From an optimization exercise on the open Yosys and OpenROAD flow, aimed at small area, a short achievable clock period and few clock cycles; shortcuts taken in it are not production practice. In this exercise RTL edits were held to simulation tests only and were not proved equivalent to the original. Power figures rest on the tool's default switching activity, not on a simulated workload.

Setup of build 97:
## zeus_cpu
module zeus_cpu (
	input         clk,
	input         rst,
	input  [15:0] entrada,
	input         confirma_bt,
	output [7:0]  imem_addr,
	input  [31:0] imem_rdata,
	output [7:0]  dmem_addr,
	output [31:0] dmem_wdata,
	output        dmem_we,
	output        dmem_re,
	input  [31:0] dmem_rdata,
	output        out_valid,
	output [31:0] out_data,
	output        halted
);
Settings: LEC_CHECK=0, CAP_MARGIN=20, CORE_MARGIN=2, CORE_UTILIZATION=40, PLACE_DENSITY=0.6, SLEW_MARGIN=20, SYNTH_HIERARCHICAL=1, SYNTH_MINIMUM_KEEP_SIZE=0; clock period 105.0 ns.
standard.sh (not shown) runs the stock make flow with config.mk's settings and CLKGATE_MAP_FILE= SYNTH_SCRIPT=/design/flow/synth_recipe.tcl, a recipe that flattens the netlist after the stock synthesis.
==> flow/flow/run.sh <==
#!/bin/bash
# The standard layout (standard.sh), with two layout choices changed:
#  - the port buffers are plain buf_2 cells instead of delay buffers;
#  - clock tree synthesis uses sink clusters of up to 20 flip-flops and no dummy loads.
set -euo pipefail
export BUFFER_PORTS_ARGS="-buffer_cell sky130_fd_sc_hd__buf_2"
export CTS_ARGS="-sink_clustering_enable -repair_clock_nets -dont_use_dummy_load -sink_clustering_size 20 -sink_clustering_max_diameter 100"
bash standard.sh finish > standard_finish.log 2>&1
Testbench counts of build 97, summed over its fixed seeds: cycles 51,593.
Setup changes, build 97 to build 72
Settings: PLACE_DENSITY changed from 0.6 to 0.45.
[summary]
Comparing build 97 against build 72, there is no change at all in die height.
Relative to build 97, routing usage on met2 has increased by 7.2 points in build 72.
Status: portion of the clock cycle consumed by the worst path in the final layout parity (build 72, build 97)
Summary: design area, build 72 worse than build 97
Between build 97 and build 72, the proportion of power drawn by combinational gates figures differ only marginally.
diff inputs: build 72 => build 61
Settings: swapping 40 for 50 in CORE_UTILIZATION; swapping 0.45 for 0.55 in PLACE_DENSITY.
[summary]
Build 61: register-to-register slack is 0.91 ns higher than what build 72 reported. Both conditions hold for build 61: the flow ran to the end and the final layout passed the timing, DRC and antenna checks. The final worst-path cycle share was comparable across build 61 and build 72. Delta (build 61 minus build 72): net switching fraction of the power up 0.18 points, post-CTS clock slew at the launch and capture registers of the worst setup and hold paths about even, number of detailed-route iterations in the first pass increased 1.

* * *

The RTL this note starts from:
==> flow/design.v <==
module zeus_cpu (
	input         clk,
	input         rst,
	input  [15:0] entrada,
	input         confirma_bt,
	output [7:0]  imem_addr,
	input  [31:0] imem_rdata,
	output [7:0]  dmem_addr,
	output [31:0] dmem_wdata,
	output        dmem_we,
	output        dmem_re,
	input  [31:0] dmem_rdata,
	output        out_valid,
	output [31:0] out_data,
	output        halted
);
localparam [31:0] NOP = 32'hFC000000;
function [32:0] radd32;
	input [31:0] a, b;
	input        ci;
	integer i;
	reg c;
	begin
		c = ci;
		for (i = 0; i < 32; i = i + 1) begin
			radd32[i] = a[i] ^ b[i] ^ c;
			c = (a[i] & b[i]) | (c & (a[i] ^ b[i]));
		end
		radd32[32] = c;
	end
endfunction
function [32:0] ciadd32;
	input [31:0] a, b;
	input        ci;
	integer blk, i;
	reg c, bc, p, g;
	reg [3:0] s0;
	reg [31:0] s;
	begin
		c = ci;
		for (blk = 0; blk < 8; blk = blk + 1) begin
			g = (blk == 0) ? ci : 1'b0;
			for (i = 0; i < 4; i = i + 1) begin
				s0[i] = a[4*blk+i] ^ b[4*blk+i] ^ g;
				g = (a[4*blk+i] & b[4*blk+i]) | (g & (a[4*blk+i] ^ b[4*blk+i]));
			end
			if (blk == 0) begin
				s[3:0] = s0;
				c = g;
			end else begin
				p = 1'b1;
				for (i = 0; i < 4; i = i + 1) begin
					s[4*blk+i] = s0[i] ^ (c & p);
					p = p & s0[i];
				end
				c = g | (c & p);
			end
		end
		ciadd32 = {c, s};
	end
endfunction
function [3:0] hinib;
	input [31:0] v;
	begin
		if      (v[31:28] != 0) hinib = 4'd7;
		else if (v[27:24] != 0) hinib = 4'd6;
		else if (v[23:20] != 0) hinib = 4'd5;
		else if (v[19:16] != 0) hinib = 4'd4;
		else if (v[15:12] != 0) hinib = 4'd3;
		else if (v[11:8]  != 0) hinib = 4'd2;
		else if (v[7:4]   != 0) hinib = 4'd1;
		else if (v[3:0]   != 0) hinib = 4'd0;
		else                    hinib = 4'd8;
	end
endfunction
function [3:0] nibble;
	input [31:0] v;
	input [2:0]  i;
	begin
		case (i)
			3'd0: nibble = v[3:0];
			3'd1: nibble = v[7:4];
			3'd2: nibble = v[11:8];
			3'd3: nibble = v[15:12];
			3'd4: nibble = v[19:16];
			3'd5: nibble = v[23:20];
			3'd6: nibble = v[27:24];
			default: nibble = v[31:28];
		endcase
	end
endfunction
reg  [7:0]  pc;           
reg  [31:0] ir;           
reg         nv;           
reg         sw_r;         
reg         out_r;        
reg         halted_r;
reg  [31:0] rf [0:31];
reg         busy;
reg  [2:0]  cnt;
reg  [31:0] acc;          
reg  [31:0] qr;           
wire [5:0] op    = nv ? NOP[31:26] : ir[31:26];
wire [4:0] rs_a  = ir[25:21];
wire [4:0] rt_a  = ir[20:16];
wire [4:0] rd_a  = ir[15:11];
wire [5:0] funct = ir[5:0];
wire [15:0] imm  = ir[15:0];
reg  [31:0] rs_v, rt_v;
integer ri;
always @* begin
	rs_v = 32'd0;
	rt_v = 32'd0;
	for (ri = 0; ri < 32; ri = ri + 1) begin
		rs_v = rs_v | (rf[ri] & {32{rs_a == ri}});
		rt_v = rt_v | (rf[ri] & {32{rt_a == ri}});
	end
end
wire op_r    = (op == 6'd0);
wire op_addi = (op == 6'd1);
wire op_beq  = (op == 6'd2) | (op == 6'd3);
wire op_lw   = (op == 6'd6);
wire op_sw   = (op == 6'd7);
wire op_j    = (op == 6'd8);
wire op_jr   = (op == 6'd10) | (op == 6'd16) | (op == 6'd17);
wire op_in   = (op == 6'd11);
wire op_out  = (op == 6'd12);
wire op_dly  = (op == 6'd13);
wire op_rec  = (op == 6'd18);
wire op_halt = (op == 6'd19);
wire f_and = op_r & (funct == 6'd2);
wire f_div = op_r & ((funct == 6'd3) | (funct == 6'd4));
wire f_mul = op_r & (funct == 6'd5);
wire f_nor = op_r & (funct == 6'd6);
wire f_xor = op_r & (funct == 6'd7);
wire f_or  = op_r & (funct == 6'd8);
wire f_slt = op_r & (funct == 6'd9);
wire f_sub = op_r & ((funct == 6'd10) | (funct == 6'd11));
wire do_sub = f_sub | f_slt | op_beq;
wire [31:0] b_op = (op_addi | op_lw | op_sw) ? {16'd0, imm} : rt_v;
wire [32:0] sum  = radd32(rs_v, b_op ^ {32{do_sub}}, do_sub);
wire sum_zero = (sum[31:0] == 32'd0);
reg [31:0] alu_res;
always @* begin
	if (f_and)      alu_res = rs_v & rt_v;
	else if (f_nor) alu_res = ~(rs_v | rt_v);
	else if (f_xor) alu_res = rs_v ^ rt_v;
	else if (f_or)  alu_res = rs_v | rt_v;
	else if (f_slt) alu_res = {31'd0, ~sum[32]};
	else            alu_res = sum[31:0];
end
wire [3:0] hn_s = hinib(rs_v);
wire [3:0] hn_t = hinib(rt_v);
wire [2:0] hm_s  = hn_s[3] ? 3'd0 : hn_s[2:0];
wire [2:0] hm_t  = hn_t[3] ? 3'd0 : hn_t[2:0];
wire       swap  = (hm_s < hm_t);
wire [2:0] hn_m  = swap ? hm_s : hm_t;
wire       dzero = hn_t[3];
wire [3:0] dd    = {1'b0, hn_s[2:0]} - {1'b0, hn_t[2:0]};
wire [2:0] kq    = (hn_s[3] | hn_t[3] | dd[3]) ? 3'd0 : dd[2:0];
wire [2:0] c = busy ? cnt : (f_mul ? hn_m : kq);
wire [3:0] nib_s = nibble(rs_v, c);
wire [3:0] nib_t = nibble(rt_v, c);
wire [3:0] nib_m = swap ? nib_s : nib_t;
wire [31:0] y_op = f_div ? ~rt_v : (swap ? rt_v : rs_v);
reg [31:0] r_init;
always @* begin
	case (kq)
		3'd0: r_init = rs_v >> 4;
		3'd1: r_init = rs_v >> 8;
		3'd2: r_init = rs_v >> 12;
		3'd3: r_init = rs_v >> 16;
		3'd4: r_init = rs_v >> 20;
		3'd5: r_init = rs_v >> 24;
		3'd6: r_init = rs_v >> 28;
		default: r_init = 32'd0;
	endcase
end
wire [31:0] r_in = busy ? acc : (f_div ? r_init : 32'd0);
reg [31:0] rr;
reg [3:0]  qn;
reg [32:0] dx;
reg [32:0] dt;
reg        sel;
integer k;
always @* begin
	rr = r_in;
	for (k = 3; k >= 0; k = k - 1) begin
		dx = {rr, f_div & nib_s[k]};
		dt = ciadd32(dx[31:0], y_op, f_div);
		qn[k] = dx[32] | dt[32];
		sel = f_div ? qn[k] : nib_m[k];
		rr = sel ? dt[31:0] : dx[31:0];
	end
end
wire [31:0] q_next  = busy ? {qr[27:0], qn} : {28'd0, qn};
wire [31:0] div_res = dzero ? 32'hFFFFFFFF : q_next;
wire md_more = (f_mul | f_div) & (c != 3'd0);
wire stall = md_more | (op_dly & ~confirma_bt);
wire taken = (op_beq | op_j) & sum_zero;
always @(posedge clk) begin
	nv <= rst;
	if (rst) begin
		pc       <= 8'd0;
		halted_r <= 1'b0;
	end else if (!halted_r && !stall) begin
		pc <= op_jr ? rs_v[7:0] : (taken ? imm[7:0] : pc + 8'd1);
		if (op_halt) halted_r <= 1'b1;
	end
	if (!halted_r && !stall)
		ir <= op_halt ? NOP : imem_rdata;
	if (rst) begin
		sw_r  <= 1'b0;
		out_r <= 1'b0;
	end else if (!halted_r && !stall) begin
		sw_r  <= ~op_halt & (imem_rdata[31:26] == 6'd7);
		out_r <= ~op_halt & (imem_rdata[31:26] == 6'd12);
	end
	busy <= md_more & ~rst;
	cnt  <= c - 3'd1;
	acc  <= rr;
	qr   <= q_next;
end
wire [4:0] wa = op_r ? rd_a : rt_a;
wire we = ((op_r & ~md_more) | op_addi | op_lw | op_in | op_rec);
reg [31:0] wd;
always @* begin
	if (op_lw)        wd = dmem_rdata;
	else if (op_in)   wd = {16'd0, entrada};
	else if (op_rec)  wd = 32'd0;
	else if (f_mul)   wd = rr;
	else if (f_div)   wd = div_res;
	else              wd = alu_res;
end
always @(posedge clk)
	if (we) rf[wa] <= wd;
assign imem_addr  = pc;
assign dmem_addr  = sum[7:0];
assign dmem_wdata = rt_v;
assign dmem_we    = sw_r & ~rst;
assign dmem_re    = 1'b1;
assign out_valid  = out_r & ~rst;
assign out_data   = rs_v;
assign halted     = halted_r;
endmodule
export LEC_CHECK = 0
export CAP_MARGIN = 20
export CORE_MARGIN = 2
export CORE_UTILIZATION = 40
export PLACE_DENSITY = 0.45
export SLEW_MARGIN = 20
create_clock -name core_clock -period 105.0 [get_ports {clk}]
Scripts as last shown in full above: flow/flow/run.sh
Testbench counts at the start, summed over its fixed seeds: cycles 51,593.
Edit:
==> flow/flow/run.sh (replaced) <==
#!/bin/bash
# The standard layout (standard.sh), with these layout choices changed:
#  - the port buffers are plain buf_2 cells instead of delay buffers;
#  - clock tree synthesis uses sink clusters of up to 20 flip-flops and no dummy loads;
#  - the pins of rst, dmem_we and out_valid are placed next to each other
#    (rst gates both outputs combinationally).
set -euo pipefail
export BUFFER_PORTS_ARGS="-buffer_cell sky130_fd_sc_hd__buf_2"
export CTS_ARGS="-sink_clustering_enable -repair_clock_nets -dont_use_dummy_load -sink_clustering_size 20 -sink_clustering_max_diameter 100"
export IO_CONSTRAINTS="$PWD/flow/io.tcl"
bash standard.sh finish > standard_finish.log 2>&1
==> flow/flow/io.tcl (new file) <==
set_io_pin_constraint -group -order -pin_names {dmem_we rst out_valid}
Outcome:
- The changed run finished clean
- power falls by 1.3%
- wire length is about the same
- register-to-register slack got worse by 170 ps

[separate check: timing with driven ports]
How much do the figures lean on ideal ports? The routed layouts below were timed once more, with nothing changed but the port constraints. Step 1: set_driving_cell puts a clkbuf_16 on clk and a buf_2 on each other input, an assumption about the parent block. Step 2 also shifts input and output timing later by t, the mid clock arrival at the registers, as if the neighbouring blocks saw the same clock. a / b / c = no drivers / after step 1 / after step 2; a / b = the first two.
run | t, ns | slack for setup (ns) | worst setup path after step 2 | slew at the worst register clock pin (ns) | worst data-port slew with drivers (ns)
build 97 | 0.702 | 62.600 / 62.576 / 62.576 | input to output | 0.10 / 0.10 | 0.09
build 72 | 0.727 | 62.597 / 62.574 / 62.574 | input to output | 0.09 / 0.09 | 0.06
build 61 | 0.720 | 62.615 / 62.596 / 62.596 | input to output | 0.10 / 0.10 | 0.05
the first run of note 2 | 0.795 | 62.520 / 62.499 / 62.499 | input to output | 0.10 / 0.10 | 0.06
the second run of note 2 | 0.789 | 62.528 / 62.502 / 62.502 | input to output | 0.10 / 0.10 | 0.06
After both steps setup and hold are still met in every run listed. For the second run of note 2, which loses most, drivers alone change the setup slack by -0.026 ns; drivers and shift together by -0.026 ns.
